From an optimization exercise on the open Yosys and OpenROAD flow, aimed at small area and a short achievable clock period; shortcuts taken in it are not production practice.
Function was checked by simulation only, so behaviour that the tests miss may differ from the original.
Power and IR drop assume default switching activity.

==> flow/design.v <==
module  LDL_hot2bin_pri_v1
#(parameter
    BIN_WIDTH =  4
   ,HOT_WIDTH = (1 << BIN_WIDTH)
)(
     input       [HOT_WIDTH -1:0]  x
   ,output reg   [BIN_WIDTH -1:0]  y
   ,output                         valid
);
always @* begin
    y = {BIN_WIDTH{1'b0}};
    for (int j=HOT_WIDTH -1; j>=0; j--)  
        if (x[j]) begin
            y = j[BIN_WIDTH -1:0];
        end
end
assign  valid =  |x;
endmodule  
module  LDL_bin2hot_v1
#(parameter
    BIN_WIDTH =  8
   ,HOT_WIDTH = (1<<BIN_WIDTH)
)(
     input                         en
   , input       [BIN_WIDTH -1:0]  x
   ,output reg   [HOT_WIDTH -1:0]  y
);
always @* begin
    y = {HOT_WIDTH{1'b0}};
    if (en) y[x] = 1'b1;
end
endmodule  
module  LDL_rr_v1
#(parameter
    BIN_WIDTH  =  3
   ,USER_WIDTH =  1
   ,REQ_WIDTH  = (1 << BIN_WIDTH)
)(
     input                          clk
   , input                          rst
   , input       [REQ_WIDTH -1:0]   req
   , input       [REQ_WIDTH -1:0][USER_WIDTH -1:0]  iuser
   , input                          ready
   ,output reg                      valid
   ,output       [REQ_WIDTH -1:0]   ack
   ,output reg   [BIN_WIDTH -1:0]   bin
   ,output reg   [USER_WIDTH -1:0]  ouser
);
reg  [REQ_WIDTH -1:0]  msb_mask;
always @* begin
    msb_mask = {REQ_WIDTH{1'b1}};
    msb_mask =  msb_mask << (bin + 1'b1);
end
reg  [REQ_WIDTH -1:0]  lsb_mask;
always @* begin
    lsb_mask = ~msb_mask;
    lsb_mask[bin] =  ~valid;  
end
wire [BIN_WIDTH -1:0]  msb_bin, lsb_bin, nx;
wire                   msb_vld, lsb_vld;
LDL_hot2bin_pri_v1 #(
        .BIN_WIDTH              ( BIN_WIDTH              )
    )
    msb_pri (
        .x                      ( req & msb_mask         ),  
        .y                      ( msb_bin                ),  
        .valid                  ( msb_vld                )   
    );
LDL_hot2bin_pri_v1 #(
        .BIN_WIDTH              ( BIN_WIDTH              )
    )
    lsb_pri (
        .x                      ( req & lsb_mask         ),  
        .y                      ( lsb_bin                ),  
        .valid                  ( lsb_vld                )   
    );
wire  vld = msb_vld | lsb_vld;
assign nx = msb_vld ? msb_bin : lsb_bin;
    always @(posedge clk, posedge rst)
begin
    if (rst) begin
        valid <=  1'b0;
        bin   <= { BIN_WIDTH{1'b0}};
        ouser <= {USER_WIDTH{1'b0}};
    end
    else if (~valid || ready) begin
        valid <= vld;
        if (vld) begin  
            bin <= nx;
            ouser <= iuser[nx];
        end
    end
end
LDL_bin2hot_v1 #(
        .BIN_WIDTH              ( BIN_WIDTH              ) 
    )
    bin2hot (
        .en                     ( valid                  ),  
        .x                      ( bin                    ),  
        .y                      ( ack                    )   
    );
endmodule  
module  LDL_rr_pri_v1
#(parameter
    BIN_WIDTH  =  5
   ,COS_WIDTH  =  3
   ,USER_WIDTH =  8
   ,REQ_WIDTH  = (1 << BIN_WIDTH)
)(
     input                          clk
   , input                          rst
   , input       [REQ_WIDTH -1:0]   req
   , input       [REQ_WIDTH*COS_WIDTH -1:0]  icos   
   , input       [REQ_WIDTH*USER_WIDTH -1:0]  iuser
   , input                          ready
   ,output       [REQ_WIDTH -1:0]   ack
   ,output       [BIN_WIDTH -1:0]   bin
   ,output                          valid
   ,output reg   [USER_WIDTH -1:0]  ouser
   ,output reg   [ COS_WIDTH -1:0]  ocos
);
reg  [COS_WIDTH -1:0]  max_cos;
reg  [REQ_WIDTH -1:0]  max_req;
reg  [REQ_WIDTH -1:0][USER_WIDTH + COS_WIDTH -1:0]  iuser_t;
always @* begin
    max_cos = {COS_WIDTH{1'b0}};
    for(int i=0; i<REQ_WIDTH; i++) begin
        if (req[i] && (icos[i*COS_WIDTH +: COS_WIDTH]>max_cos) )
            max_cos = icos[i*COS_WIDTH +: COS_WIDTH];
    end
    for(int i=0; i<REQ_WIDTH; i++) begin
        max_req[i] = req[i];
        if (icos[i*COS_WIDTH +: COS_WIDTH]<max_cos)
            max_req[i] = 1'b0;
    end
    for(int i=0; i<REQ_WIDTH; i++) begin
        iuser_t[i] = {icos[i*COS_WIDTH +: COS_WIDTH], iuser[i*USER_WIDTH +: USER_WIDTH]};
    end
end
wire  [USER_WIDTH + COS_WIDTH -1:0]  ouser_t;
LDL_rr_v1 #(
        .BIN_WIDTH              ( BIN_WIDTH              ),
        .USER_WIDTH             ( USER_WIDTH + COS_WIDTH )
    )
    round (
        .clk                    ( clk                    ),  
        .rst                    ( rst                    ),  
        .req                    ( max_req                ),  
        .iuser                  ( iuser_t                ),  
        .ready                  ( ready                  ),  
        .ack                    ( ack                    ),  
        .bin                    ( bin                    ),  
        .ouser                  ( ouser_t                ),  
        .valid                  ( valid                  )   
    );
assign  {ocos, ouser} = ouser_t;
endmodule  
==> flow/run.sh <==
#!/bin/bash
# synth_recipe.tcl (not shown) runs the flow's synth.tcl, then flattens the netlist and writes it again
# the make line also repeats each setting of config.mk as NAME=value (left out here)
make -C /OpenROAD-flow-scripts/flow DESIGN_CONFIG=/design/flow/config.mk WORK_HOME=/design/flow/orfs CLKGATE_MAP_FILE= SYNTH_SCRIPT=/design/flow/synth_recipe.tcl finish
==> flow/config.mk <==
export PLATFORM = sky130hd
export DESIGN_NAME = LDL_rr_pri_v1
export DESIGN_NICKNAME = LDL_rr_pri_v1
export VERILOG_FILES = /design/flow/design.v
export SDC_FILE = /design/flow/constraint.sdc
export NUM_CORES = 4
export LEC_CHECK = 0
export CAP_MARGIN = 20
export CORE_AREA = 5 5 185 185
export DIE_AREA = 0 0 190 190
export SLEW_MARGIN = 20
==> flow/constraint.sdc <==
create_clock -name core_clock -period 60.0 [get_ports {clk}]
set_input_delay 12.0000 -clock core_clock [delete_from_list [all_inputs] [get_ports {clk}]]
set_output_delay 12.0000 -clock core_clock [all_outputs]
set_load 0.01 [all_outputs]
==> flow_metrics.env, run 1 <==
export IMPL_antenna_found_initial=6
export IMPL_synth_area_per_cell_um2=6.06
export IMPL_grt_overflow=0
export IMPL_hpwl_um=57500
export IMPL_hold_class="reg2reg"
export IMPL_grt_pass1_vias=17700
export IMPL_crit_type="in2reg"
export IMPL_p_total_uw=1210
export IMPL_synth_top_cell_by_area="nand2_1"
export IMPL_path_max_fanout=51
export IMPL_p_leak_uw=0.00668
export IMPL_r2r_start="round.bin[0]$_DFFE_PP0P_"
export IMPL_cts_reportedPaths_clkPinSlew_ns=0.06
export IMPL_slew_headroom_pct=28.8
export IMPL_setup_ws_ns=3.48
export IMPL_ys_types=105
export IMPL_hold_viol_final=0
export IMPL_hold_ws_ns=0.618
export IMPL_max_freq_ghz=0.0177
export IMPL_core_region_area_um2=32300
export IMPL_critical_path_buf_inv_count=7
export IMPL_pin_count=436
export IMPL_syn_area_um2=12700
export IMPL_dpl_instance_area_um2=17200
export IMPL_fin_area_um2=17500
export IMPL_async_flop_share_pct=100
export IMPL_crit_path_end_kind="register"
export IMPL_whs_endpoint="round.ouser[4]$_DFFE_PP0P_"
export IMPL_gp_congestion=1.04
export IMPL_syn_num_nets=2521
export IMPL_area_growth_pct=38.2
export IMPL_status="finished clean"
export IMPL_place_inst=2843
export IMPL_yosysWarningCount=4
export IMPL_period_share_pct=94.2
export IMPL_grt_pass1_wl_um=108000
export IMPL_wl_per_cell_um=26.1
export IMPL_setup_viol=0
export IMPL_synth_seq_cells=17
export IMPL_grt_start_max_net_pins=93
export IMPL_pre_cts_ws_ns=2.79
export IMPL_numCtsBuffers=3
export IMPL_ant_nets=0
export IMPL_max_stage_delay_ns=0.67
export IMPL_synth_top_area_share_pct=10.3
export IMPL_synth_edf_count=0
export IMPL_crit_top_cell="nor2_1"
export IMPL_r2r_end="round.ouser[5]$_DFFE_PP0P_"
export IMPL_via_per_inst=6.67
export IMPL_clock_sinks=17
export IMPL_slew_violations=0
export IMPL_synth_most_common_cell="nand2_1"
export IMPL_setup_worst_path_start_class="primary input"
export IMPL_worstPathArrival_ns=56.63
export IMPL_reg2reg_slack_ns=53.50
export IMPL_seq_area_um2=425
export IMPL_drt_first_pass_iters=8
export IMPL_worst_skew_pair_late_latency_ns=0.26
export IMPL_drive_gt1_share_pct=5.14
export IMPL_reg2regPathDepth=18
export IMPL_holdPathStages=3
export IMPL_nNetsFinal=2841
export IMPL_die_y_um=190
export IMPL_slowest_stage="clkdlybuf4s50_1"
export IMPL_drc=0
export IMPL_chipWidth_um=190
export IMPL_fillers=3217
export IMPL_worstMarginPinSlew_ns=1.06
export IMPL_crit_required_ns=60.11
export IMPL_fin_crit_ns=56.52
export IMPL_clock_skew_ns=0.00385
export IMPL_multi_input_area_um2=11500
export IMPL_finalWirelength_um=74700
export IMPL_min_from="round.ouser[4]$_DFFE_PP0P_"
export IMPL_ys_flop_type="dfrtp_1"
export IMPL_finalNonFillerCells=2861
export IMPL_netlist_instances=2094
export IMPL_p_per_area_nw_per_um2=68.8
export IMPL_grt_usage_pct=37.9
export IMPL_row_count=66
export IMPL_cts_root_buffer="clkbuf_16"
export IMPL_initial_core_util_pct=39.3
export IMPL_route_vias_total=19100
export IMPL_cts_tree="yes"
export IMPL_synthTopCellsByArea="nand2_1 10%, a211oi_1 8.4%, nor2_1 5.5%"
export IMPL_maxCapViolations=0
export IMPL_clk_path_buf_depth=2
export IMPL_ys_seq_area_share_pct=3.35
export IMPL_io_buffers=435
export IMPL_ir_drop_v=0.0000910
export IMPL_netlist_top_cells_count="347 x nand2_1, 185 x nor2_1, 142 x a211oi_1"
export IMPL_cts_htree_levels=1
export IMPL_initialDrtViolationCount=2401
export IMPL_cts_hold_buffers=0
export IMPL_die_area_um2=36100
export IMPL_critical_path_top_delay_family="compound AO/OA/AOI/OAI gates"
==> registers in the layout, indices dropped and copies added, names as in the netlist <==
name	count
round.bin	5
round.ouser	11
round.valid	1
==> timing repair <==
item / 4_1_cts / 5_1_grt
endpoints found under the setup margin: 0 / 16
setup buffers: 0 / 6
gates resized for setup: 0 / 46
==> cell type report <==
| cell class | instances | area share, % |
|---|---|---|
| clock buffers | 4 | 0.449 |
| repair buffers | 464 | 26.3 |
| well taps | 442 | 3.15 |
| diodes | 6 | 0.0856 |
| multi-input cells | 1825 | 65.4 |
| flip-flops and latches | 17 | 2.42 |
| inverters | 103 | 2.20 |
==> cells in the final DEF (no fill, tap or decap), types with 18 or more instances in the layout <==
master and count:
a211o_1 19, a211oi_1 141, a21o_1 22, a21oi_1 98, a22oi_1 18, a31oi_1 65
and2_1 25, and3_1 21, buf_4 23, clkdlybuf4s50_1 435, ha_1 40, inv_1 102
mux2i_1 40, nand2_1 346, nand3_1 118, nand4_1 23, nor2_1 183, nor2b_1 24
nor3_1 44, o2111ai_1 18, o211ai_1 41, o21a_1 26, o21ai_0 135, o22ai_1 21
==> kinds of logic (layout without fill, tap and decap cells) <==
kind of cell	Yosys count	in the layout	share of synthesized area, %
and+or+nand+nor	892	892	32.7
AOI/OAI and AO/OA	824	826	46.5
buffers and inverters	254	571	8.04
adders and majority gates	50	50	4.73
muxes	49	49	4.12
DFF	17	17	3.35
xor gates and xnor gates	8	8	0.552
other	0	6	0
==> power by group <==
group | total [µW] | leakage [µW] | switching [µW] | internal, µW
Sequential | 29.1 | 0.000200 | 9.74 | 19.3
Clock | 14.5 | 0.0000382 | 5.44 | 9.07
Combinational | 1160 | 0.00645 | 794 | 370
Total | 1210 | 0.00668 | 809 | 398
==> worst max path at each step <==
| stage | from | to | slack [ns] | depth (start not counted) |
|---|---|---|---|---|
| 2_1_floorplan | icos[1] | round.ouser[3]$_DFFE_PP0P_ | 10.39 | 227 |
| 3_3_place_gp | req[0] | round.ouser[2]$_DFFE_PP0P_ | 4.52 | 224 |
| 3_5_place_dp | req[0] | round.ouser[10]$_DFFE_PP0P_ | 2.79 | 226 |
| 4_1_cts | req[0] | round.ouser[10]$_DFFE_PP0P_ | 2.89 | 226 |
| 5_1_grt | req[0] | round.ouser[0]$_DFFE_PP0P_ | -0.15 | 231 |
| 6_report | req[0] | round.ouser[10]$_DFFE_PP0P_ | 3.48 | 227 |
==> metrics by stage <==
stage          setup TNS [ns]  util, %
2_1_floorplan               0        -
3_3_place_gp                0     53.3
3_5_place_dp                0     53.3
4_1_cts                     0     53.6
5_1_grt                -0.257     54.3
6_report                    0     54.3
==> layer usage <==
layer / wire (µm) / track usage, % / vias up / part of all wire [%]
met5: 0 / 0 / - / 0
met4: 3770 / 16.4 / 0 / 5.0
met3: 8010 / 7.45 / 242 / 11
met2: 34500 / 64.1 / 1214 / 46
met1: 28400 / 46.8 / 8976 / 38
li1: - / - / 8652 / -
==> worst register-to-register path: stages (launching register included) <==
cell and delay (ns):
dfrtp_1 0.55, inv_1 0.20, ha_1 0.33, xor2_1 0.19, o31ai_1 0.87, nand2_1 0.44
o22ai_1 0.37, nor3_1 0.09, a211oi_1 0.35, and3_1 0.29, o311ai_0 0.19, a211o_1 0.37
a22o_2 0.24, buf_4 0.34, nor2_2 0.29, buf_4 0.41, a31oi_1 0.29, a41oi_1 0.37
o2111ai_1 0.17
==> run 2, diff against run 1 <==
--- a/flow/design.v
+++ b/flow/design.v
@@ -114,44 +114,69 @@
    , input       [REQ_WIDTH*USER_WIDTH -1:0]  iuser
    , input                          ready
    ,output       [REQ_WIDTH -1:0]   ack
-   ,output       [BIN_WIDTH -1:0]   bin
-   ,output                          valid
+   ,output reg   [BIN_WIDTH -1:0]   bin
+   ,output reg                      valid
    ,output reg   [USER_WIDTH -1:0]  ouser
    ,output reg   [ COS_WIDTH -1:0]  ocos
 );
 reg  [COS_WIDTH -1:0]  max_cos;
-reg  [REQ_WIDTH -1:0]  max_req;
-reg  [REQ_WIDTH -1:0][USER_WIDTH + COS_WIDTH -1:0]  iuser_t;
+reg  [REQ_WIDTH -1:0]  run;
 always @* begin
-    max_cos = {COS_WIDTH{1'b0}};
-    for(int i=0; i<REQ_WIDTH; i++) begin
-        if (req[i] && (icos[i*COS_WIDTH +: COS_WIDTH]>max_cos) )
-            max_cos = icos[i*COS_WIDTH +: COS_WIDTH];
-    end
-    for(int i=0; i<REQ_WIDTH; i++) begin
-        max_req[i] = req[i];
-        if (icos[i*COS_WIDTH +: COS_WIDTH]<max_cos)
-            max_req[i] = 1'b0;
-    end
-    for(int i=0; i<REQ_WIDTH; i++) begin
-        iuser_t[i] = {icos[i*COS_WIDTH +: COS_WIDTH], iuser[i*USER_WIDTH +: USER_WIDTH]};
+    run = req;
+    for (int b=COS_WIDTH-1; b>=0; b--) begin
+        max_cos[b] = 1'b0;
+        for (int i=0; i<REQ_WIDTH; i++)
+            max_cos[b] = max_cos[b] | (run[i] & icos[i*COS_WIDTH + b]);
+        for (int i=0; i<REQ_WIDTH; i++)
+            run[i] = run[i] & (icos[i*COS_WIDTH + b] | ~max_cos[b]);
     end
 end
-wire  [USER_WIDTH + COS_WIDTH -1:0]  ouser_t;
-LDL_rr_v1 #(
-        .BIN_WIDTH              ( BIN_WIDTH              ),
-        .USER_WIDTH             ( USER_WIDTH + COS_WIDTH )
-    )
-    round (
-        .clk                    ( clk                    ),  
-        .rst                    ( rst                    ),  
-        .req                    ( max_req                ),  
-        .iuser                  ( iuser_t                ),  
-        .ready                  ( ready                  ),  
-        .ack                    ( ack                    ),  
-        .bin                    ( bin                    ),  
-        .ouser                  ( ouser_t                ),  
-        .valid                  ( valid                  )   
-    );
-assign  {ocos, ouser} = ouser_t;
+wire [REQ_WIDTH -1:0]  cand = run & ~{1'b0, ack[REQ_WIDTH-2:0]};
+reg  [REQ_WIDTH -1:0]  upper;
+always @* begin
+    for (int i=0; i<REQ_WIDTH; i++)
+        upper[i] = (i > bin) || (bin == REQ_WIDTH-1);
+end
+wire [REQ_WIDTH -1:0]  cu = cand & upper;
+wire                   any_u = |cu;
+wire                   any   = |cand;
+reg  [REQ_WIDTH -1:0]  pre_u, pre_a, gnt;
+always @* begin
+    pre_u[0] = 1'b0;
+    pre_a[0] = 1'b0;
+    for (int i=1; i<REQ_WIDTH; i++) begin
+        pre_u[i] = pre_u[i-1] | cu[i-1];
+        pre_a[i] = pre_a[i-1] | cand[i-1];
+    end
+    for (int i=0; i<REQ_WIDTH; i++)
+        gnt[i] = any_u ? (cu[i] & ~pre_u[i]) : (cand[i] & ~pre_a[i]);
+end
+reg  [BIN_WIDTH -1:0]  nx_bin;
+reg  [USER_WIDTH -1:0] nx_user;
+always @* begin
+    nx_bin  = {BIN_WIDTH{1'b0}};
+    nx_user = {USER_WIDTH{1'b0}};
+    for (int i=0; i<REQ_WIDTH; i++) begin
+        nx_bin  = nx_bin  | ({BIN_WIDTH{gnt[i]}} & i[BIN_WIDTH-1:0]);
+        nx_user = nx_user | ({USER_WIDTH{gnt[i]}} & iuser[i*USER_WIDTH +: USER_WIDTH]);
+    end
+end
+    always @(posedge clk, posedge rst)
+begin
+    if (rst) begin
+        valid <= 1'b0;
+        bin   <= {BIN_WIDTH{1'b0}};
+        ocos  <= {COS_WIDTH{1'b0}};
+        ouser <= {USER_WIDTH{1'b0}};
+    end
+    else if (~valid || ready) begin
+        valid <= any;
+        if (any) begin
+            bin   <= nx_bin;
+            ocos  <= max_cos;
+            ouser <= nx_user;
+        end
+    end
+end
+assign  ack = valid ? ({{(REQ_WIDTH-1){1'b0}}, 1'b1} << bin) : {REQ_WIDTH{1'b0}};
 endmodule  
==> flow/flow/run.sh (new file) <==
#!/bin/bash
# Standard ORFS layout, but the port buffers use the smallest plain buffer.
set -euo pipefail
bash standard.sh "BUFFER_PORTS_ARGS=-buffer_cell sky130_fd_sc_hd__buf_1" finish > standard.log 2>&1
==> flow/standard.sh (new file) <==
#!/bin/bash
# synth_recipe.tcl (not shown) runs the flow's synth.tcl, then flattens the netlist and writes it again
# the make line also repeats each setting of config.mk as NAME=value (left out here)
make -C /OpenROAD-flow-scripts/flow DESIGN_CONFIG=/design/flow/config.mk WORK_HOME=/design/flow/orfs CLKGATE_MAP_FILE= SYNTH_SCRIPT=/design/flow/synth_recipe.tcl "${@:-finish}"
--- a/flow/config.mk
+++ b/flow/config.mk
@@ -5,6 +5,7 @@
 export SDC_FILE = /design/flow/constraint.sdc
 export NUM_CORES = 4
 export LEC_CHECK = 0
+export ABC_AREA = 1
 export CAP_MARGIN = 20
 export CORE_AREA = 5 5 185 185
 export DIE_AREA = 0 0 190 190
removed: flow/run.sh
==> run 2 against run 1 <==
Compared with the run above:
- worst setup slack better by 38 ns
- sequential cell count did not move
- sequential power decreased by 23%
- maximum frequency rose to 3.1 times the previous value
- largest power group unchanged
- still clean
- clock-buffer cell count did not move
- global-route usage fell by 16 points
- sequential share of layout area up 2.2 points
- clock skew decreased by 0.0024 ns
==> flow_metrics.env, run 2 <==
export IMPL_layout_common_cells="647 x nand2_1, 435 x buf_1, 236 x nand3_1"
export IMPL_nNetsFinal=2363
export IMPL_fillers=3915
export IMPL_hpwl_um=37600
export IMPL_area_growth_pct=30.0
export IMPL_via_per_inst=4.78
export IMPL_netlist_top_cells_count="647 x nand2_1, 236 x nand3_1, 234 x inv_1"
export IMPL_worst_path_stages=39
export IMPL_finalWirelength_um=43000
export IMPL_reg2regPathDepth=22
export IMPL_worst_skew_pair_late_latency_ns=0.25
export IMPL_status="finished clean"
export IMPL_rsz0062_at_grt="false"
export IMPL_grt_pass1_vias=11100
export IMPL_period_share_pct=30.7
export IMPL_yosysWarningCount=1
export IMPL_syn_num_nets=1944
export IMPL_crit_type="in2reg"
export IMPL_multi_input_area_um2=5540
export IMPL_ant_nets=0
export IMPL_p_per_area_nw_per_um2=28.6
export IMPL_antenna_cells=0
export IMPL_route_vias_total=11600
export IMPL_initial_core_util_pct=21.9
export IMPL_wl_per_cell_um=17.8
export IMPL_synthTopCellsByArea="nand2_1 34%, nand3_1 17%, inv_1 12%"
export IMPL_die_y_um=190
export IMPL_power_frac_comb_pct=86.2
export IMPL_hold_class="reg2reg"
export IMPL_maxCapViolations=0
export IMPL_grt_usage_pct=22.2
export IMPL_max_stage_delay_ns=0.85
export IMPL_synth_top_cell_by_area="nand2_1"
export IMPL_clock_sinks=17
export IMPL_slew_headroom_pct=27.5
export IMPL_p_total_uw=263
export IMPL_worstMarginPinSlew_ns=1.08
export IMPL_synth_area_per_cell_um2=4.54
export IMPL_row_count=66
export IMPL_utilization_pct=28.5
export IMPL_grt_pass1_wl_um=63300
export IMPL_p_leak_uw=0.00517
export IMPL_net_switching_power_uw=175
export IMPL_finalNonFillerCells=2417
export IMPL_slew_violations=0
export IMPL_worstSetupEndpoint="ouser[5]$_DFFE_PP0P_"
export IMPL_clkPwrFrac_pct=5.3
export IMPL_drt_first_pass_iters=6
export IMPL_crit_required_ns=60.19
export IMPL_slowest_stage="o21ai_1"
export IMPL_cts_reportedPaths_clkPinSlew_ns=0.06
export IMPL_crit_path_end_kind="register"
export IMPL_final_common_cell="nand2_1"
export IMPL_io_buffers=435
export IMPL_clock_skew_ns=0.00140
export IMPL_synth_seq_cells=17
export IMPL_seq_area_um2=425
export IMPL_place_inst=2413
export IMPL_ys_flop_type="dfrtp_1"
export IMPL_cp_startpoint="req[1]"
export IMPL_critical_path_buf_inv_count=3
export IMPL_postCtsSetupRepairBufs=0
export IMPL_r2r_end="ouser[5]$_DFFE_PP0P_"
export IMPL_gp_congestion=1.01
export IMPL_pin_count=436
export IMPL_synth_most_common_cell="nand2_1"
export IMPL_grt_overflow=0
export IMPL_ys_types=40
export IMPL_numCtsBuffers=3
export IMPL_core_region_area_um2=32300
export IMPL_regMostFlops="ouser"
export IMPL_fin_crit_ns=18.45
export IMPL_path_max_fanout=33
export IMPL_cts_hold_buffers=0
export IMPL_netlist_instances=1557
export IMPL_r2r_start="bin[0]$_DFFE_PP0P_"
export IMPL_cts_htree_levels=1
export IMPL_async_flop_share_pct=100
export IMPL_reg2reg_slack_ns=54.77
export IMPL_ir_drop_v=0.0000185
export IMPL_setup_viol=0
export IMPL_reg_top3="ouser: 8 flops, bin: 5 flops, ocos: 3 flops"
export IMPL_intPower_uw=87.2
export IMPL_cts_tree="yes"
export IMPL_setup_worst_path_start_class="primary input"
export IMPL_synth_top_area_share_pct=34.3
export IMPL_hold_ws_ns=0.478
export IMPL_antenna_found_initial=0
export IMPL_cts_root_buffer="clkbuf_16"
export IMPL_crit_top_cell="nand2_1"
export IMPL_die_area_um2=36100
export IMPL_max_freq_ghz=0.0542
export IMPL_drc=0
export IMPL_synth_edf_count=0
export IMPL_initialDrtViolationCount=954
export IMPL_clk_path_buf_depth=2
export IMPL_hold_viol_final=0
export IMPL_grt_start_max_net_pins=34
export IMPL_critical_path_top_delay_family="simple AND/OR/NAND/NOR gates"
export IMPL_syn_area_um2=7070
export IMPL_chipWidth_um=190
export IMPL_largest_register_ffs=8
export IMPL_switching_share_pct=66.8
export IMPL_drive_gt1_share_pct=3.49
export IMPL_ys_seq_area_share_pct=6.01
export IMPL_power_frac_seq_pct=8.5
export IMPL_tns_ns=0
export IMPL_ctsResizeCount=0
export IMPL_worstPathArrival_ns=18.64
-- run 2: kinds of logic (layout without fill, tap and decap cells) --
family,count (synthesis),after routing,synth area share [%]
AND/OR/NAND/NOR,1199,1199,72.4
AO/OA/AOI/OAI,68,68,5.89
flip-flops,17,17,6.01
buffers and inverters,273,691,15.7
-- run 2: power by group through the flow --
| stage | combinational, µW | sequential [µW] | clock [µW] |
|---|---|---|---|
| after floorplan | 146 | 19.6 | 0 |
| after global placement | 224 | 22.4 | 0 |
| after detailed placement | 225 | 22.6 | 0 |
| after CTS | 226 | 22.4 | 14.2 |
| after global routing | 255 | 22.7 | 14.7 |
| final | 226 | 22.5 | 13.9 |
-- run 2: worst min-delay path: stages (launching register included) --
cell,delay [ns]
dfrtp_1,0.34
nand2_1,0.05
nand2_1,0.05
-- run 2: worst min path at each step --
| stage | startpoint | end | slack [ns] | cells past startpoint |
|---|---|---|---|---|
| final | ocos[1]$_DFFE_PP0P_ | ocos[1]$_DFFE_PP0P_ | 0.48 | 2 |
| after global routing | ocos[1]$_DFFE_PP0P_ | ocos[1]$_DFFE_PP0P_ | 0.50 | 2 |
| after CTS | ocos[1]$_DFFE_PP0P_ | ocos[1]$_DFFE_PP0P_ | 0.48 | 2 |
| after detailed placement | ocos[1]$_DFFE_PP0P_ | ocos[1]$_DFFE_PP0P_ | 0.47 | 2 |
| after global placement | ocos[1]$_DFFE_PP0P_ | ocos[1]$_DFFE_PP0P_ | 0.46 | 2 |
| after floorplan | ocos[0]$_DFFE_PP0P_ | ocos[0]$_DFFE_PP0P_ | 0.51 | 2 |
-- run 2: final cells by class --
| class | count | share of cell area, % |
|---|---|---|
| Tap cell | 442 | 6.01 |
| Sequential cell | 17 | 4.63 |
| Multi-Input combinational cell | 1267 | 60.3 |
| Clock buffer | 4 | 0.857 |
| Inverter | 247 | 10.1 |
| Timing Repair Buffer | 440 | 18.2 |
-- run 2: per-layer routing --
layer	GRT usage, %	vias to the layer above	part of all wire (%)
met1	29.0	5295	42
li1	-	5691	-
met4	4.62	0	2.4
met5	0	-	0
met2	39.1	514	48
met3	3.23	61	7.5
-- run 2: per-stage QoR --
stage                     setup WS, ns  cell area, µm²
final                            41.55            9200
after global routing             40.77            9200
after CTS                        41.65            9190
after detailed placement         41.41            9110
after global placement           41.45            9110
after floorplan                  44.27            7070
==> run 3, diff against run 2 <==
==> flow/run.sh (new file) <==
#!/bin/bash
# synth_recipe.tcl (not shown) runs the flow's synth.tcl, then flattens the netlist and writes it again
# the make line also repeats each setting of config.mk as NAME=value (left out here)
make -C /OpenROAD-flow-scripts/flow DESIGN_CONFIG=/design/flow/config.mk WORK_HOME=/design/flow/orfs CLKGATE_MAP_FILE= SYNTH_SCRIPT=/design/flow/synth_recipe.tcl finish
removed: flow/flow/run.sh
removed: flow/standard.sh
==> run 3 against run 2 <==
Compared with the run above:
- clock skew up 0.0015 ns
- still clean on timing, DRC and antenna
- critical path type unchanged
- power rose by 6.8%
- worst setup slack got worse by 0.51 ns
- highest routed layer unchanged
==> flow_metrics.env, run 3 <==
export IMPL_status="finished clean"
export IMPL_numCtsBuffers=3
export IMPL_grt_usage_pct=23.0
export IMPL_hold_viol_final=0
export IMPL_via_per_inst=4.67
export IMPL_ys_types=40
export IMPL_cts_root_buffer="clkbuf_16"
export IMPL_synth_edf_count=0
export IMPL_worstMarginPinSlew_ns=1.07
export IMPL_p_per_area_nw_per_um2=23.6
export IMPL_cts_tree="yes"
export IMPL_crit_path_end_kind="register"
export IMPL_pin_count=436
export IMPL_core_region_area_um2=32300
export IMPL_cts_reportedPaths_clkPinSlew_ns=0.05
export IMPL_die_y_um=190
export IMPL_netlist_instances=1557
export IMPL_min_from="ocos[0]$_DFFE_PP0P_"
export IMPL_maxCapViolations=0
export IMPL_initialDrtViolationCount=782
export IMPL_io_buffers=435
export IMPL_async_flop_share_pct=100
export IMPL_ctsResizeCount=0
export IMPL_synthTopCellsByArea="nand2_1 34%, nand3_1 17%, inv_1 12%"
export IMPL_slew_violations=0
export IMPL_tns_ns=0
export IMPL_drc=0
export IMPL_clock_sinks=17
export IMPL_layout_common_cells="647 x nand2_1, 435 x clkdlybuf4s50_1, 236 x nand3_1"
export IMPL_drive_gt1_share_pct=3.25
export IMPL_p_leak_uw=0.00632
export IMPL_synth_area_per_cell_um2=4.54
export IMPL_slowest_stage="o21ai_1"
export IMPL_setup_worst_path_start_class="primary input"
export IMPL_cts_hold_buffers=0
export IMPL_crit_top_cell="nand2_1"
export IMPL_critical_path_buf_inv_count=4
export IMPL_hold_ws_ns=0.481
export IMPL_finalNonFillerCells=2413
export IMPL_final_common_cell="nand2_1"
export IMPL_crit_required_ns=60.19
export IMPL_crit_type="in2reg"
export IMPL_synth_seq_cells=17
export IMPL_max_stage_delay_ns=0.78
export IMPL_postCtsSetupRepairBufs=0
export IMPL_worstPathArrival_ns=19.14
export IMPL_synth_top_area_share_pct=34.3
export IMPL_netlist_top_cells_count="647 x nand2_1, 236 x nand3_1, 234 x inv_1"
export IMPL_yosysWarningCount=1
export IMPL_syn_num_nets=1944
export IMPL_grt_pass1_vias=10900
export IMPL_antenna_cells=0
export IMPL_slew_headroom_pct=28.2
export IMPL_cts_htree_levels=1
export IMPL_ant_nets=0
export IMPL_max_freq_ghz=0.0528
export IMPL_path_max_fanout=33
export IMPL_clock_skew_ns=0.00290
export IMPL_nNetsFinal=2359
export IMPL_ys_flop_type="dfrtp_1"
export IMPL_gp_congestion=0.956
export IMPL_initial_core_util_pct=21.9
export IMPL_chipWidth_um=190
export IMPL_hold_class="reg2reg"
export IMPL_reg_top3="ouser: 8 flops, bin: 5 flops, ocos: 3 flops"
export IMPL_grt_overflow=0
export IMPL_finalWirelength_um=44500
export IMPL_synth_top_cell_by_area="nand2_1"
export IMPL_syn_area_um2=7070
export IMPL_largest_register_ffs=8
export IMPL_area_growth_pct=68.0
export IMPL_route_vias_total=11300
export IMPL_synth_most_common_cell="nand2_1"
export IMPL_wl_per_cell_um=18.4
export IMPL_period_share_pct=31.6
export IMPL_row_count=66
export IMPL_critical_path_top_delay_family="simple AND/OR/NAND/NOR gates"
export IMPL_place_inst=2409
export IMPL_setup_viol=0
export IMPL_regMostFlops="ouser"
export IMPL_worst_skew_pair_late_latency_ns=0.25
export IMPL_grt_start_max_net_pins=34
export IMPL_ys_seq_area_share_pct=6.01
export IMPL_fin_crit_ns=18.95
export IMPL_drt_first_pass_iters=6
export IMPL_r2r_start="bin[0]$_DFFE_PP0P_"
export IMPL_rsz0062_at_grt="false"
export IMPL_clk_path_buf_depth=2
export IMPL_cp_startpoint="req[29]"
export IMPL_reg2reg_slack_ns=54.76
export IMPL_antenna_found_initial=0
export IMPL_grt_pass1_wl_um=64800
export IMPL_hpwl_um=38900
export IMPL_die_area_um2=36100
export IMPL_ir_drop_v=0.0000149
## run 3: cell counts after synthesis
Identical to the previous run, type by type.
## run 3: metal layers
metal | global-route usage, % | routed length, µm | part of all wire (%)
met5 | 0 | 0 | 0
met4 | 5.23 | 1140 | 2.6
met3 | 3.36 | 2990 | 6.7
met2 | 41.0 | 21600 | 49
met1 | 29.4 | 18700 | 42
## run 3: path summary, 6_finish.rpt
check	to	depth (start not counted)
worst max-delay path	ouser[7]$_DFFE_PP0P_	41
worst min-delay path	ocos[0]$_DFFE_PP0P_	2
worst max register to register	ouser[7]$_DFFE_PP0P_	24
worst min register to register	ocos[0]$_DFFE_PP0P_	2
max in group asynchronous	ouser[5]$_DFFE_PP0P_	2
min in group asynchronous	ouser[4]$_DFFE_PP0P_	2
## run 3: per-stage QoR
step,area (µm²),power (µW),worst slack (ns),utilization (%)
6_report,11900,281,41.05,36.8
5_1_grt,11900,311,40.40,36.8
3_3_place_gp,11800,266,41.00,36.5
3_5_place_dp,11800,267,40.89,36.5
2_1_floorplan,7070,166,44.27,-
4_1_cts,11900,282,41.13,36.8
## run 3: worst min-delay path: stages (launching register included)
cell,delay (ns)
dfrtp_1,0.35
nand2_1,0.05
nand2_1,0.05
## run 3: logic make-up after synthesis
family          Yosys count  synth area share, %
compound gates           68                 5.89
simple gates           1199                 72.4
flops                    17                 6.01
buf+inv                 273                 15.7
## run 3: report_power, final
part           internal (µW)  switching, µW
clock                   8.92           4.61
sequential              15.3           7.03
combinational           84.5            160
## run 3: cell type report
class | instances | area, µm²
Inverter | 247 | 927
Sequential cell | 17 | 425
Timing Repair Buffer | 436 | 4360
Tap cell | 442 | 553
Fill cell | 3668 | 20400
Clock buffer | 3 | 75.1
Multi-Input combinational cell | 1267 | 5530
Clock inverter | 1 | 5.00
==> run 4, diff against run 3 <==
--- a/flow/design.v
+++ b/flow/design.v
@@ -138,19 +138,19 @@
         upper[i] = (i > bin) || (bin == REQ_WIDTH-1);
 end
 wire [REQ_WIDTH -1:0]  cu = cand & upper;
+function automatic [REQ_WIDTH -1:0] pre_or(input [REQ_WIDTH -1:0] x);
+    reg [REQ_WIDTH -1:0] p;
+    p = x;
+    for (int l=0; l<BIN_WIDTH; l++)
+        for (int i=0; i<REQ_WIDTH; i++)
+            if (i[l]) p[i] = p[i] | p[((i >> l) << l) - 1];
+    pre_or = {p[REQ_WIDTH-2:0], 1'b0};
+endfunction
+wire [REQ_WIDTH -1:0]  pre_u = pre_or(cu);
+wire [REQ_WIDTH -1:0]  pre_a = pre_or(cand);
 wire                   any_u = |cu;
 wire                   any   = |cand;
-reg  [REQ_WIDTH -1:0]  pre_u, pre_a, gnt;
-always @* begin
-    pre_u[0] = 1'b0;
-    pre_a[0] = 1'b0;
-    for (int i=1; i<REQ_WIDTH; i++) begin
-        pre_u[i] = pre_u[i-1] | cu[i-1];
-        pre_a[i] = pre_a[i-1] | cand[i-1];
-    end
-    for (int i=0; i<REQ_WIDTH; i++)
-        gnt[i] = any_u ? (cu[i] & ~pre_u[i]) : (cand[i] & ~pre_a[i]);
-end
+wire [REQ_WIDTH -1:0]  gnt   = any_u ? (cu & ~pre_u) : (cand & ~pre_a);
 reg  [BIN_WIDTH -1:0]  nx_bin;
 reg  [USER_WIDTH -1:0] nx_user;
 always @* begin
==> flow/flow/run.sh (new file) <==
#!/bin/bash
# Layout flow: the standard ORFS flow (standard.sh) with three changes:
#  - synthesis maps the logic with flow/area.abc (an area-oriented ABC script) instead of
#    ORFS's abc script; everything else in synthesis is the standard flow's own script, unchanged;
#  - the port buffers are the smallest plain buffer (buf_1);
#  - extra make settings from flow/knobs.txt, one NAME=value per line.
set -euo pipefail
W=$PWD
# The standard flow's synthesis script as standard.sh names it
ORIG=$(grep -o 'SYNTH_SCRIPT=[^ ]*' standard.sh | head -1 | cut -d= -f2- | tr -d "'")
cat > "$W/my_synth.tcl" <<EOT
proc abc {args} {
  set i [lsearch -exact \$args -script]
  if {\$i >= 0} { lset args [expr {\$i + 1}] {$W/flow/area.abc} }
  yosys abc {*}\$args
}
source {$ORIG}
EOT
KNOBS=()
if [[ -f flow/knobs.txt ]]; then
  while IFS= read -r l; do [[ -n "$l" ]] && KNOBS+=("$l"); done < flow/knobs.txt
fi
bash standard.sh "SYNTH_SCRIPT=$W/my_synth.tcl" \
  "BUFFER_PORTS_ARGS=-buffer_cell sky130_fd_sc_hd__buf_1" "${KNOBS[@]}" finish > standard.log 2>&1
==> flow/flow/area.abc (new file) <==
strash
dc2
dch -f
amap
topo
buffer -c
upsize -c
dnsize -c
==> flow/standard.sh (new file) <==
#!/bin/bash
# synth_recipe.tcl (not shown) runs the flow's synth.tcl, then flattens the netlist and writes it again
# the make line also repeats each setting of config.mk as NAME=value (left out here)
make -C /OpenROAD-flow-scripts/flow DESIGN_CONFIG=/design/flow/config.mk WORK_HOME=/design/flow/orfs CLKGATE_MAP_FILE= SYNTH_SCRIPT=/design/flow/synth_recipe.tcl "${@:-finish}"
--- a/flow/config.mk
+++ b/flow/config.mk
@@ -5,7 +5,6 @@
 export SDC_FILE = /design/flow/constraint.sdc
 export NUM_CORES = 4
 export LEC_CHECK = 0
-export ABC_AREA = 1
 export CAP_MARGIN = 20
 export CORE_AREA = 5 5 185 185
 export DIE_AREA = 0 0 190 190
removed: flow/run.sh
==> run 4 against run 3 <==
Compared with the run above:
- still clean on timing, DRC and antenna
- power shrank 23%
- utilization shrank 14 points
- clock skew grew 0.0057 ns
- final area shrank 39%
- sequential cell count is the same
- non-clock buffer count grew 20
- global-route usage shrank 0.31 points
- critical path depth grew 10
- maximum frequency shrank 18%
- combinational power shrank 27%
- hold slack gained 0.021 ns
- critical path type unchanged
- largest cell class unchanged
- largest power group unchanged
==> flow_metrics.env, run 4 <==
export IMPL_status="finished clean"
export IMPL_drive_gt1_share_pct=5.83
export IMPL_slowest_stage="a2111oi_0"
export IMPL_reg2regPathDepth=36
export IMPL_worstPathArrival_ns=23.37
export IMPL_initial_core_util_pct=15.1
export IMPL_grt_usage_pct=22.7
export IMPL_path_max_fanout=32
export IMPL_ir_drop_v=0.0000121
export IMPL_wl_per_cell_um=26.6
export IMPL_max_stage_delay_ns=0.79
export IMPL_largest_register_ffs=8
export IMPL_ys_flop_type="dfrtp_1"
export IMPL_clock_skew_ns=0.00856
export IMPL_maxCapViolations=0
export IMPL_rsz0062_at_grt="false"
export IMPL_antenna_found_initial=3
export IMPL_layout_common_cells="435 x buf_1, 104 x nor2_1, 73 x nand2_1"
export IMPL_grt_pass1_wl_um=60600
export IMPL_p_total_uw=217
export IMPL_cts_root_buffer="clkbuf_16"
export IMPL_synth_edf_count=0
export IMPL_synthTopCellsByArea="a22oi_1 8.9%, dfrtp_1 8.7%, nor2_1 8.0%"
export IMPL_cts_reportedPaths_clkPinSlew_ns=0.06
export IMPL_min_from="ocos[0]$_DFFE_PP0P_"
export IMPL_setup_worst_path_start_class="primary input"
export IMPL_grt_pass1_vias=8807
export IMPL_seq_area_um2=425
export IMPL_holdPathStages=2
export IMPL_fin_crit_ns=23.23
export IMPL_core_region_area_um2=32300
export IMPL_cts_hold_buffers=0
export IMPL_regMostFlops="ouser"
export IMPL_reg_top3="ouser: 8 flops, bin: 5 flops, ocos: 3 flops"
export IMPL_netlist_instances=782
export IMPL_cts_htree_levels=1
export IMPL_hpwl_um=38300
export IMPL_crit_required_ns=60.14
export IMPL_postCtsSetupRepairBufs=0
export IMPL_crit_top_cell="nand2b_1"
export IMPL_clk_path_buf_depth=2
export IMPL_ctsResizeCount=0
export IMPL_die_y_um=190
export IMPL_reg2reg_slack_ns=50.97
export IMPL_multi_input_area_um2=4110
export IMPL_area_growth_pct=49.0
export IMPL_crit_type="in2reg"
export IMPL_pin_count=436
export IMPL_utilization_pct=22.5
export IMPL_hold_class="reg2reg"
export IMPL_fillers=3792
export IMPL_ant_nets=0
export IMPL_io_buffers=435
export IMPL_synth_top_area_share_pct=8.91
export IMPL_slew_violations=0
export IMPL_syn_num_nets=1169
export IMPL_numCtsBuffers=3
export IMPL_via_per_inst=5.23
export IMPL_synth_area_per_cell_um2=6.25
export IMPL_hold_ws_ns=0.502
export IMPL_clock_sinks=17
export IMPL_max_freq_ghz=0.0430
export IMPL_hold_viol_final=0
export IMPL_whs_endpoint="ocos[0]$_DFFE_PP0P_"
export IMPL_syn_area_um2=4890
export IMPL_route_vias_total=8693
export IMPL_period_share_pct=38.7
export IMPL_final_common_cell="buf_1"
export IMPL_crit_path_end_kind="register"
export IMPL_drc=0
export IMPL_worst_skew_pair_late_latency_ns=0.25
export IMPL_netlist_top_cells_count="104 x nor2_1, 73 x nand2_1, 70 x inv_1"
export IMPL_nNetsFinal=1606
export IMPL_chipWidth_um=190
export IMPL_r2r_end="ouser[3]$_DFFE_PP0P_"
export IMPL_worstMarginPinSlew_ns=1.06
export IMPL_setup_viol=0
export IMPL_r2r_start="bin[1]$_DFFE_PP0P_"
export IMPL_p_per_area_nw_per_um2=29.7
export IMPL_p_leak_uw=0.00255
export IMPL_synth_most_common_cell="nor2_1"
export IMPL_die_area_um2=36100
export IMPL_gp_congestion=0.970
export IMPL_ys_seq_area_share_pct=8.70
export IMPL_synth_top_cell_by_area="a22oi_1"
export IMPL_ys_types=57
export IMPL_initialDrtViolationCount=926
export IMPL_cts_tree="yes"
export IMPL_tns_ns=0
export IMPL_grt_overflow=0
export IMPL_yosysWarningCount=1
export IMPL_synth_seq_cells=17
export IMPL_row_count=66
export IMPL_async_flop_share_pct=100
export IMPL_grt_start_max_net_pins=33
export IMPL_finalWirelength_um=44200
export IMPL_drt_first_pass_iters=7
export IMPL_slew_headroom_pct=28.9
## run 4: cell types whose count changed after synthesis, sizes merged, moves of 21 or more
cell	previous run	this run
nand2	654	73
a22oi	0	58
a221oi	0	28
nor3	15	39
nor2	228	105
o21ai	34	80
o21a	1	34
nor2b	0	21
inv	245	79
a222oi	0	28
nand3	241	19
## run 4: per-stage QoR
stage | cells | cell area [µm²] | setup slack (ns)
floorplan | 782 | 4890 | 40.72
global placement | 1656 | 7190 | 36.66
detailed placement | 1656 | 7190 | 36.76
CTS | 1660 | 7280 | 37.00
global route | 1661 | 7280 | 36.08
finish | 1661 | 7280 | 36.77
## run 4: kinds of logic after synthesis
family | after synthesis | share of synthesized area (%)
AO/OA/AOI/OAI | 320 | 47.4
buffers and inverters | 108 | 9.29
flip-flops | 17 | 8.70
AND/OR/NAND/NOR | 337 | 34.6
## run 4: per-layer routing
layer | track usage (%) | up-vias | wire length (µm)
met4 | 6.93 | 0 | 1620
met5 | 0 | - | 0
li1 | - | 3910 | -
met3 | 2.24 | 79 | 3700
met1 | 27.3 | 4057 | 16800
met2 | 42.4 | 647 | 22100
## run 4: worst max path at each step
stage                     startpoint              endpoint  slack (ns)
after floorplan               req[6]    bin[1]$_DFFE_PP0P_       40.72
after global placement      icos[74]  ouser[5]$_DFFE_PP0P_       36.66
after detailed placement    icos[74]  ouser[5]$_DFFE_PP0P_       36.76
after CTS                   icos[74]  ouser[5]$_DFFE_PP0P_       37.00
after global routing        icos[74]  ouser[5]$_DFFE_PP0P_       36.08
final                       icos[74]  ouser[5]$_DFFE_PP0P_       36.77
## run 4: area by class of cell
class	instances	share of cell area [%]
repair buffers	456	24.6
diodes	1	0.0344
clock buffers	3	1.03
multi-input cells	657	56.5
clock inverters	1	0.103
flip-flops and latches	17	5.84
well taps	442	7.60
inverters	84	4.33
## run 4: power breakdown
group          leakage [µW]  switching (µW)  internal [µW]  total (µW)
registers          0.000187            7.56           16.6        24.1
clock network     0.0000371            4.96           9.00        14.0
logic               0.00233             123           55.9         178
total               0.00255             135           81.5         217
## run 4: worst max-delay path: cells and delay by family
kind	cells	cell delay, ns
simple gates	33	4.78
compound gates	13	5.25
buf+inv	5	1.33
==> run 5, diff against run 4 <==
==> flow/flow/knobs.txt (new file) <==
SETUP_SLACK_MARGIN=43
==> run 5 against run 4 <==
Compared with the run above:
- combinational power is 26% higher
- sequential share of layout area is 1.2 points lower
- sequential cell count stayed put
- worst setup slack better by 2.8 ns
- clock-buffer cell count stayed put
- global-route usage is 0.80 points higher
- clock power is 3% higher
- non-clock buffer count is 93 higher
- power is 22% higher
- wire length is 5.2% higher
- critical endpoint is now bin[0]$_DFFE_PP0P_
- largest power group unchanged
==> flow_metrics.env, run 5 <==
export IMPL_status="finished clean"
export IMPL_synth_area_per_cell_um2=6.25
export IMPL_multi_input_area_um2=4940
export IMPL_rsz0062_at_grt="true"
export IMPL_regMostFlops="ouser"
export IMPL_period_share_pct=34.1
export IMPL_clock_skew_ns=0.00840
export IMPL_area_growth_pct=85.8
export IMPL_grt_start_max_net_pins=27
export IMPL_synthTopCellsByArea="a22oi_1 8.9%, dfrtp_1 8.7%, nor2_1 8.0%"
export IMPL_core_region_area_um2=32300
export IMPL_yosysWarningCount=1
export IMPL_final_common_cell="buf_1"
export IMPL_initial_core_util_pct=15.1
export IMPL_layout_common_cells="415 x buf_1, 94 x nor2_1, 92 x buf_4"
export IMPL_setup_ws_ns=39.52
export IMPL_chipWidth_um=190
export IMPL_finalWirelength_um=46500
export IMPL_seq_area_um2=425
export IMPL_largest_register_ffs=8
export IMPL_grt_pass1_vias=9379
export IMPL_drc=0
export IMPL_setup_viol=0
export IMPL_ir_drop_v=0.0000152
export IMPL_net_switching_power_uw=152
export IMPL_hpwl_um=38400
export IMPL_numCtsBuffers=3
export IMPL_synth_fa_ha_area_share_pct=0
export IMPL_power_frac_seq_pct=9.4
export IMPL_crit_top_cell="nand2b_4"
export IMPL_p_leak_uw=0.00338
export IMPL_ant_nets=0
export IMPL_grt_pass1_wl_um=63000
export IMPL_worstPathArrival_ns=20.60
export IMPL_maxCapViolations=0
export IMPL_ys_seq_area_share_pct=8.70
export IMPL_hold_class="reg2reg"
export IMPL_clkPwrFrac_pct=5.5
export IMPL_via_per_inst=5.22
export IMPL_pin_count=436
export IMPL_wl_per_cell_um=26.4
export IMPL_hold_viol_final=0
export IMPL_cts_reportedPaths_clkPinSlew_ns=0.06
export IMPL_place_inst=1654
export IMPL_nNetsFinal=1706
export IMPL_synth_edf_count=0
export IMPL_max_stage_delay_ns=0.53
export IMPL_synthMuxAreaShare_pct=0
export IMPL_fillers=3608
export IMPL_power_frac_comb_pct=85.1
export IMPL_reg_top3="ouser: 8 flops, bin: 5 flops, ocos: 3 flops"
export IMPL_ys_types=57
export IMPL_drt_first_pass_iters=5
export IMPL_tns_ns=0
export IMPL_slew_violations=0
export IMPL_synth_top_area_share_pct=8.91
export IMPL_crit_required_ns=60.12
export IMPL_setup_worst_path_start_class="primary input"
export IMPL_synth_xor_area_share_pct=0
export IMPL_synth_simple_area_share_pct=34.6
export IMPL_cts_hold_buffers=0
export IMPL_die_area_um2=36100
export IMPL_synth_most_common_cell="nor2_1"
export IMPL_crit_type="in2reg"
export IMPL_grt_usage_pct=23.5
export IMPL_dpl_instance_area_um2=7350
export IMPL_max_freq_ghz=0.0488
export IMPL_drive_gt1_share_pct=23.7
export IMPL_p_per_area_nw_per_um2=29.1
export IMPL_slew_headroom_pct=24.5
export IMPL_gp_congestion=1.06
export IMPL_syn_num_nets=1169
export IMPL_clk_path_buf_depth=2
export IMPL_intPower_uw=112
export IMPL_ys_flop_type="dfrtp_1"
export IMPL_finalNonFillerCells=1764
export IMPL_row_count=66
export IMPL_worstMarginPinSlew_ns=1.13
export IMPL_initialDrtViolationCount=1007
export IMPL_netlist_top_cells_count="104 x nor2_1, 73 x nand2_1, 70 x inv_1"
export IMPL_fin_area_um2=9080
export IMPL_fin_crit_ns=20.48
export IMPL_cts_tree="yes"
export IMPL_slowest_stage="a222oi_1"
export IMPL_netlist_instances=782
export IMPL_path_max_fanout=8
export IMPL_io_buffers=435
export IMPL_antenna_found_initial=6
export IMPL_synth_top_cell_by_area="a22oi_1"
export IMPL_cts_htree_levels=1
export IMPL_cts_root_buffer="clkbuf_16"
export IMPL_synth_top_family_by_area="compound AO/OA/AOI/OAI gates"
export IMPL_syn_area_um2=4890
export IMPL_pre_cts_ws_ns=37.75
export IMPL_synth_compound_area_share_pct=47.4
export IMPL_crit_path_end_kind="register"
export IMPL_route_vias_total=9200
export IMPL_hold_ws_ns=0.490
export IMPL_clock_sinks=17
export IMPL_die_y_um=190
export IMPL_async_flop_share_pct=100
export IMPL_worst_skew_pair_late_latency_ns=0.26
export IMPL_switching_share_pct=57.6
export IMPL_synth_seq_cells=17
export IMPL_grt_overflow=0
run 5: power groups by stage:
stage / Sequential (µW) / Clock [µW] / Combinational (µW)
floorplan: 22.0 / 0 / 104
global placement: 24.3 / 0 / 178
detailed placement: 24.2 / 0 / 178
CTS: 24.4 / 14.9 / 206
global route: 25.9 / 15.4 / 239
finish: 24.8 / 14.4 / 225
run 5: logic make-up after synthesis:
| logic type | Yosys count |
|---|---|
| flops | 17 |
| compound gates | 320 |
| simple gates | 337 |
| buf+inv | 108 |
run 5: area by class of cell:
class | count | share of cell area (%)
Antenna cell | 4 | 0.110
Clock buffer | 3 | 0.827
Clock inverter | 1 | 0.0827
Inverter | 84 | 3.97
Multi-Input combinational cell | 663 | 54.4
Sequential cell | 17 | 4.69
Tap cell | 442 | 6.09
Timing Repair Buffer | 549 | 29.7
Timing Repair inverter | 1 | 0.0965
run 5: critical path: cells and delay by family:
kind / cells / cell delay, ns
AOI/OAI and AO/OA: 11 / 1.79
buffers and inverters: 7 / 1.05
and+or+nand+nor: 33 / 5.73
run 5: through the flow:
step / util, % / total power, µW
after global placement: 22.8 / 202
after detailed placement: 22.8 / 203
after global routing: 28.1 / 280
after CTS: 26.2 / 245
after floorplan: - / 126
final: 28.1 / 264
run 5: what timing repair did:
| action | in CTS | in global routing |
|---|---|---|
| resized for setup | 122 | 73 |
| pin swaps | 46 | 54 |
| cloned | 6 | 2 |
| endpoints found under the setup margin | 17 | 17 |
| buffers inserted | 56 | 38 |
run 5: path summary, 6_finish.rpt:
kind / start / to / slack, ns / cells after the start
setup reg to reg: bin[1]$_DFFE_PP0P_ / bin[0]$_DFFE_PP0P_ / 52.57 / 37
hold reg to reg: ouser[0]$_DFFE_PP0P_ / ouser[0]$_DFFE_PP0P_ / 0.49 / 1
hold / removal: ouser[0]$_DFFE_PP0P_ / ouser[0]$_DFFE_PP0P_ / 0.49 / 1
max in group asynchronous: rst / ocos[1]$_DFFE_PP0P_ / 47.71 / 2
min in group asynchronous: rst / ouser[0]$_DFFE_PP0P_ / 11.82 / 2
setup / recovery: req[2] / bin[0]$_DFFE_PP0P_ / 39.52 / 51
run 5: layer usage:
metal,GRT usage [%],vias to the layer above,share of wire [%]
li1,-,4110,-
met1,27.2,4427,38
met2,44.8,579,51
met3,3.43,80,7.5
met4,6.59,4,3.4
met5,0,-,0.045
==> run 6, diff against run 5 <==
--- a/flow/config.mk
+++ b/flow/config.mk
@@ -6,6 +6,6 @@
 export NUM_CORES = 4
 export LEC_CHECK = 0
 export CAP_MARGIN = 20
-export CORE_AREA = 5 5 185 185
-export DIE_AREA = 0 0 190 190
+export CORE_AREA = 2 2 108 108
+export DIE_AREA = 0 0 110 110
 export SLEW_MARGIN = 20
removed: flow/flow/knobs.txt
==> run 6 against run 5 <==
Compared with the run above:
- the run now fails in I/O pin placement
- synthesized cell count unchanged
- area after synthesis unchanged
==> flow_metrics.env, run 6 <==
export IMPL_synth_top_area_share_pct=8.91
export IMPL_synth_edf_count=0
export IMPL_status="aborted with a tool error"
export IMPL_ys_types=57
export IMPL_die_y_um=110
export IMPL_syn_area_um2=4890
export IMPL_ys_flop_type="dfrtp_1"
export IMPL_synthTopCellsByArea="a22oi_1 8.9%, dfrtp_1 8.7%, nor2_1 8.0%"
export IMPL_netlist_instances=782
export IMPL_row_count=38
export IMPL_chipWidth_um=110
export IMPL_synth_seq_cells=17
export IMPL_synth_most_common_cell="nor2_1"
export IMPL_initial_core_util_pct=44.9
export IMPL_netlist_top_cells_count="104 x nor2_1, 73 x nand2_1, 70 x inv_1"
export IMPL_synth_area_per_cell_um2=6.25
export IMPL_async_flop_share_pct=100
export IMPL_syn_num_nets=1169
export IMPL_ys_seq_area_share_pct=8.70
export IMPL_toolErrorMsg="[ERROR PPL-0024] Number of IO pins (436) exceeds maximum number of available positions (390). Increase the die perimeter from 440.00um to 592.96um."
export IMPL_yosysWarningCount=1
export IMPL_haltStage="I/O pin placement"
export IMPL_synth_top_cell_by_area="a22oi_1"
-- run 6: cell counts after synthesis --
No cell type changed its count.
-- run 6: logic make-up after synthesis --
kind of cell	after synthesis	synth area share, %
buffers and inverters	108	9.29
and+or+nand+nor	337	34.6
AOI/OAI and AO/OA	320	47.4
DFF	17	8.70
==> run 7, diff against run 6 <==
--- a/flow/config.mk
+++ b/flow/config.mk
@@ -6,6 +6,6 @@
 export NUM_CORES = 4
 export LEC_CHECK = 0
 export CAP_MARGIN = 20
-export CORE_AREA = 2 2 108 108
-export DIE_AREA = 0 0 110 110
+export CORE_AREA = 2 2 148 148
+export DIE_AREA = 0 0 150 150
 export SLEW_MARGIN = 20
==> run 7 against run 6 <==
Compared with the run above:
- the run now finishes clean
- area after synthesis is the same
- synthesized cell count stayed put
==> flow_metrics.env, run 7 <==
export IMPL_cp_startpoint="icos[95]"
export IMPL_r2r_start="bin[4]$_DFFE_PP0P_"
export IMPL_area_growth_pct=44.0
export IMPL_period_share_pct=37.7
export IMPL_finalWirelength_um=37900
export IMPL_hold_class="reg2reg"
export IMPL_synthTopCellsByArea="a22oi_1 8.9%, dfrtp_1 8.7%, nor2_1 8.0%"
export IMPL_p_per_area_nw_per_um2=29.0
export IMPL_route_vias_total=8547
export IMPL_yosysWarningCount=1
export IMPL_via_per_inst=5.73
export IMPL_row_count=53
export IMPL_numCtsBuffers=3
export IMPL_hpwl_um=32200
export IMPL_finalNonFillerCells=1492
export IMPL_synth_top_cell_by_area="a22oi_1"
export IMPL_dpl_instance_area_um2=6950
export IMPL_ctsResizeCount=0
export IMPL_core_region_area_um2=21000
export IMPL_initialDrtViolationCount=1132
export IMPL_clk_path_buf_depth=2
export IMPL_cts_root_buffer="clkbuf_16"
export IMPL_max_stage_delay_ns=0.56
export IMPL_ys_flop_type="dfrtp_1"
export IMPL_place_inst=1485
export IMPL_worst_skew_pair_late_latency_ns=0.25
export IMPL_drive_gt1_share_pct=5.44
export IMPL_crit_top_cell="nor2_1"
export IMPL_clock_skew_ns=0.00519
export IMPL_p_leak_uw=0.00253
export IMPL_setup_worst_path_start_class="primary input"
export IMPL_cts_htree_levels=1
export IMPL_gp_congestion=1.06
export IMPL_grt_overflow=0
export IMPL_critical_path_top_delay_family="simple AND/OR/NAND/NOR gates"
export IMPL_grt_usage_pct=31.3
export IMPL_maxCapViolations=0
export IMPL_syn_num_nets=1169
export IMPL_synth_top_area_share_pct=8.91
export IMPL_switching_share_pct=60.5
export IMPL_tns_ns=0
export IMPL_cts_reportedPaths_clkPinSlew_ns=0.06
export IMPL_postCtsSetupRepairBufs=0
export IMPL_io_buffers=435
export IMPL_syn_area_um2=4890
export IMPL_clock_sinks=17
export IMPL_regMostFlops="ouser"
export IMPL_ant_nets=0
export IMPL_synth_edf_count=0
export IMPL_async_flop_share_pct=100
export IMPL_worstMarginPinSlew_ns=1.16
export IMPL_layout_common_cells="435 x buf_1, 104 x nor2_1, 73 x nand2_1"
export IMPL_power_frac_comb_pct=81.4
export IMPL_slew_violations=0
export IMPL_synth_area_per_cell_um2=6.25
export IMPL_cts_hold_buffers=0
export IMPL_wl_per_cell_um=25.4
export IMPL_clkPwrFrac_pct=6.7
export IMPL_chipWidth_um=150
export IMPL_cts_tree="yes"
export IMPL_critical_path_buf_inv_count=7
export IMPL_grt_start_max_net_pins=33
export IMPL_nNetsFinal=1602
export IMPL_ys_seq_area_share_pct=8.70
export IMPL_initial_core_util_pct=23.3
export IMPL_setup_viol=0
export IMPL_synth_most_common_cell="nor2_1"
export IMPL_fin_area_um2=7040
export IMPL_grt_pass1_wl_um=51800
export IMPL_pin_count=436
export IMPL_status="finished clean"
export IMPL_max_freq_ghz=0.0442
export IMPL_slew_headroom_pct=22.8
export IMPL_netlist_instances=782
export IMPL_fillers=2459
export IMPL_hold_viol_final=0
export IMPL_p_total_uw=204
export IMPL_netlist_top_cells_count="104 x nor2_1, 73 x nand2_1, 70 x inv_1"
export IMPL_antenna_found_initial=6
export IMPL_synth_seq_cells=17
export IMPL_final_common_cell="buf_1"
export IMPL_die_y_um=150
export IMPL_largest_register_ffs=8
export IMPL_drt_first_pass_iters=7
export IMPL_die_area_um2=22500
export IMPL_fin_crit_ns=22.62
export IMPL_crit_type="in2reg"
export IMPL_worstPathArrival_ns=22.76
export IMPL_reg_top3="ouser: 8 flops, bin: 5 flops, ocos: 3 flops"
export IMPL_slowest_stage="nor2b_1"
export IMPL_drc=0
export IMPL_crit_path_end_kind="register"
export IMPL_path_max_fanout=32
export IMPL_utilization_pct=33.6
export IMPL_rsz0062_at_grt="false"
export IMPL_crit_required_ns=60.14
export IMPL_power_frac_seq_pct=11.9
export IMPL_min_from="ouser[0]$_DFFE_PP0P_"
export IMPL_grt_pass1_vias=8200
export IMPL_ir_drop_v=0.0000166
export IMPL_net_switching_power_uw=123
export IMPL_intPower_uw=80.6
export IMPL_ys_types=57
-- run 7: metal layers --
| layer | global-route usage (%) | vias up | routed length (µm) |
|---|---|---|---|
| met4 | 11.1 | 6 | 1630 |
| li1 | - | 3891 | - |
| met5 | 0 | - | 46 |
| met3 | 6.13 | 96 | 3740 |
| met1 | 36.9 | 3923 | 14100 |
| met2 | 56.0 | 631 | 18300 |
-- run 7: layout make-up --
type	count	area, µm²	area share [%]
timing repair buffer	452	1760	25.0
antenna	3	7.51	0.107
tap	275	344	4.89
sequential	17	425	6.04
clock buffer	3	75.1	1.07
clock inverter	1	7.51	0.107
inverter	84	315	4.48
multi-input combinational	657	4100	58.3
-- run 7: per-stage QoR --
stage	hold WS, ns	worst slack, ns
2_1_floorplan	0.521	40.72
3_3_place_gp	0.475	37.24
6_report	0.486	37.38
3_5_place_dp	0.478	37.27
4_1_cts	0.490	37.49
5_1_grt	0.504	36.57
-- run 7: path summary, 6_finish.rpt --
kind / slack (ns) / end / cells after the start
worst max register to register: 51.50 / ouser[3]$_DFFE_PP0P_ / 34
worst min-delay path: 0.49 / ouser[0]$_DFFE_PP0P_ / 1
min in group asynchronous: 11.82 / ouser[7]$_DFFE_PP0P_ / 2
worst max-delay path: 37.38 / ouser[3]$_DFFE_PP0P_ / 49
worst min register to register: 0.49 / ouser[0]$_DFFE_PP0P_ / 1
max in group asynchronous: 47.74 / ocos[0]$_DFFE_PP0P_ / 2
-- run 7: kinds of logic (layout without fill, tap and decap cells) --
family,count (synthesis),in the layout,synth area share [%]
AOI/OAI and AO/OA,320,320,47.4
buffers and inverters,108,540,9.29
DFF,17,17,8.70
other,0,3,0
and+or+nand+nor,337,337,34.6
-- run 7: power by group through the flow --
stage | clock network (µW) | registers (µW) | logic [µW]
floorplan | 0 | 22.0 | 100
global placement | 0 | 24.2 | 162
detailed placement | 0 | 24.1 | 162
CTS | 13.8 | 23.9 | 163
global route | 14.6 | 24.8 | 179
finish | 13.6 | 24.3 | 166
-- run 7: worst register-to-register path, delay by kind of cell (launching register included) --
family	cells	cell delay [ns]
and+or+nand+nor	18	4.11
DFF	1	0.54
AOI/OAI and AO/OA	11	2.66
buffers and inverters	5	1.12
==> run 8, diff against run 7 <==
==> flow/flow/knobs.txt (new file) <==
PLACE_PINS_ARGS=-min_distance 1 -min_distance_in_tracks
--- a/flow/config.mk
+++ b/flow/config.mk
@@ -6,6 +6,6 @@
 export NUM_CORES = 4
 export LEC_CHECK = 0
 export CAP_MARGIN = 20
-export CORE_AREA = 2 2 148 148
-export DIE_AREA = 0 0 150 150
+export CORE_AREA = 2 2 108 108
+export DIE_AREA = 0 0 110 110
 export SLEW_MARGIN = 20
==> run 8 against run 7 <==
Compared with the run above:
- final area is 4.0% lower
- via count rose by 2.0%
- final cell count down 9.2%
- synthesized cell count stayed put
- clock power is 39% lower
- area after synthesis did not move
- die area down 46%
- worst setup slack improved by 0.97 ns
- critical endpoint is now ouser[1]$_DFFE_PP0P_
- critical path depth stayed put
- sequential cell count is the same
- global-route usage grew 13 points
- largest cell class unchanged
==> flow_metrics.env, run 8 <==
export IMPL_status="finished clean"
export IMPL_power_frac_comb_pct=82.7
export IMPL_row_count=38
export IMPL_grt_overflow=0
export IMPL_synth_top_area_share_pct=8.91
export IMPL_min_from="ouser[1]$_DFFE_PP0P_"
export IMPL_net_switching_power_uw=116
export IMPL_power_frac_seq_pct=13.0
export IMPL_synth_seq_cells=17
export IMPL_max_stage_delay_ns=0.60
export IMPL_async_flop_share_pct=100
export IMPL_ys_types=57
export IMPL_finalWirelength_um=28900
export IMPL_slowest_stage="nor2b_1"
export IMPL_worstPathArrival_ns=21.79
export IMPL_grt_usage_pct=44.3
export IMPL_maxCapViolations=0
export IMPL_clk_path_buf_depth=2
export IMPL_cts_tree="yes"
export IMPL_wl_per_cell_um=21.3
export IMPL_gp_congestion=1.10
export IMPL_initialDrtViolationCount=1201
export IMPL_synth_top_cell_by_area="a22oi_1"
export IMPL_rsz0062_at_grt="false"
export IMPL_p_per_area_nw_per_um2=28.4
export IMPL_hpwl_um=24500
export IMPL_r2r_start="bin[3]$_DFFE_PP0P_"
export IMPL_regMostFlops="ouser"
export IMPL_pin_count=436
export IMPL_initial_core_util_pct=44.9
export IMPL_period_share_pct=36.1
export IMPL_intPower_uw=75.3
export IMPL_ys_flop_type="dfrtp_1"
export IMPL_ant_nets=0
export IMPL_syn_num_nets=1169
export IMPL_cts_root_buffer="clkbuf_8"
export IMPL_die_area_um2=12100
export IMPL_drive_gt1_share_pct=4.53
export IMPL_yosysWarningCount=1
export IMPL_cts_reportedPaths_clkPinSlew_ns=0.06
export IMPL_setup_worst_path_start_class="primary input"
export IMPL_grt_pass1_wl_um=41500
export IMPL_fin_crit_ns=21.65
export IMPL_crit_top_cell="nor2_1"
export IMPL_cts_htree_levels=1
export IMPL_hold_viol_final=0
export IMPL_final_common_cell="buf_1"
export IMPL_ir_drop_v=0.0000233
export IMPL_crit_required_ns=60.14
[run 8: changes by cell type in the layout (fill, tap and decap cells not counted)]
| cell | delta |
|---|---|
| o32ai_1 | +6 |
| o32ai_2 | -6 |
| o31ai_2 | -4 |
| clkbuf_8 | +3 |
| clkinvlp_4 | -1 |
| diode_2 | -2 |
| clkinv_2 | +1 |
| clkbuf_16 | -3 |
| o31ai_1 | +4 |
| buf_4 | -1 |
[run 8: worst paths after layout]
kind,to,slack [ns],depth (start not counted)
max in group asynchronous,ouser[4]$_DFFE_PP0P_,47.79,2
worst max register to register,ouser[1]$_DFFE_PP0P_,52.10,37
worst min-delay path,ouser[1]$_DFFE_PP0P_,0.50,1
worst max-delay path,ouser[1]$_DFFE_PP0P_,38.35,49
worst min register to register,ouser[1]$_DFFE_PP0P_,0.50,1
min in group asynchronous,ouser[3]$_DFFE_PP0P_,11.80,2
[run 8: kinds of logic after synthesis]
family | after synthesis
buffers and inverters | 108
flip-flops | 17
AND/OR/NAND/NOR | 337
AO/OA/AOI/OAI | 320
[run 8: area by class of cell]
| cell class | instances | area [µm²] |
|---|---|---|
| Antenna cell | 1 | 2.50 |
| Clock buffer | 3 | 41.3 |
| Clock inverter | 1 | 5.00 |
| Fill cell | 1073 | 4130 |
| Inverter | 84 | 315 |
| Multi-Input combinational cell | 657 | 4040 |
| Sequential cell | 17 | 425 |
| Tap cell | 140 | 175 |
| Timing Repair Buffer | 451 | 1750 |
[run 8: critical path, delay by kind of cell]
kind	cells	cell delay, ns
AOI/OAI and AO/OA	18	3.72
buffers and inverters	6	0.97
and+or+nand+nor	25	5.09
[run 8: power by group through the flow]
stage | clock network, µW | registers [µW] | logic (µW)
floorplan | 0 | 22.0 | 100
global placement | 0 | 24.1 | 153
detailed placement | 0 | 24.3 | 153
CTS | 8.53 | 24.4 | 154
global route | 9.10 | 25.2 | 171
finish | 8.34 | 24.9 | 159
[run 8: routing by layer]
metal	wire, µm	part of all wire [%]	vias to the layer above	GRT usage, %
li1	-	-	3895	-
met1	10700	37	3838	54.8
met2	12200	42	821	70.0
met3	4110	14	166	11.2
met4	1880	6.5	0	24.0
met5	0	0	-	0
[run 8: stage by stage]
stage | hold slack, ns | worst slack (ns) | total power (µW)
global route | 0.524 | 37.42 | 205
detailed placement | 0.482 | 38.39 | 178
finish | 0.497 | 38.35 | 192
CTS | 0.496 | 38.65 | 186
floorplan | 0.521 | 40.72 | 122
global placement | 0.472 | 38.55 | 177

-- separate check: timing with driven ports --
The flow's constraints put no driver on any port. The routed layouts listed below were extracted and timed again, unchanged, in two steps. Step 1 assumes that a clkbuf_16 drives the clock port and a buf_2 every other input. Step 2 moves the port delays by t, midway between the first and last clock arrival at a register: inputs arrive t later, outputs are due t later. That takes back most of the time a late clock gives input paths. a / b / c = no drivers / after step 1 / after step 2; a / b = the first two.
run	shift t [ns]	slack for setup (ns)	worst setup path after step 2
run 1	0.307	3.477 / 3.496 / 3.189	input to register
run 2	0.282	41.554 / 41.547 / 41.264	input to register
run 3	0.281	41.048 / 41.044 / 40.763	input to register
run 4	0.275	36.771 / 36.770 / 36.496	input to register
run 5	0.280	39.523 / 39.503 / 39.223	input to register
run 7	0.277	37.382 / 37.379 / 37.102	input to register
run 8	0.267	38.353 / 38.344 / 38.077	input to register
After both steps every run listed still meets setup and hold. For run 5, which loses most, drivers alone change the setup slack by -0.020 ns; drivers and shift together by -0.300 ns.
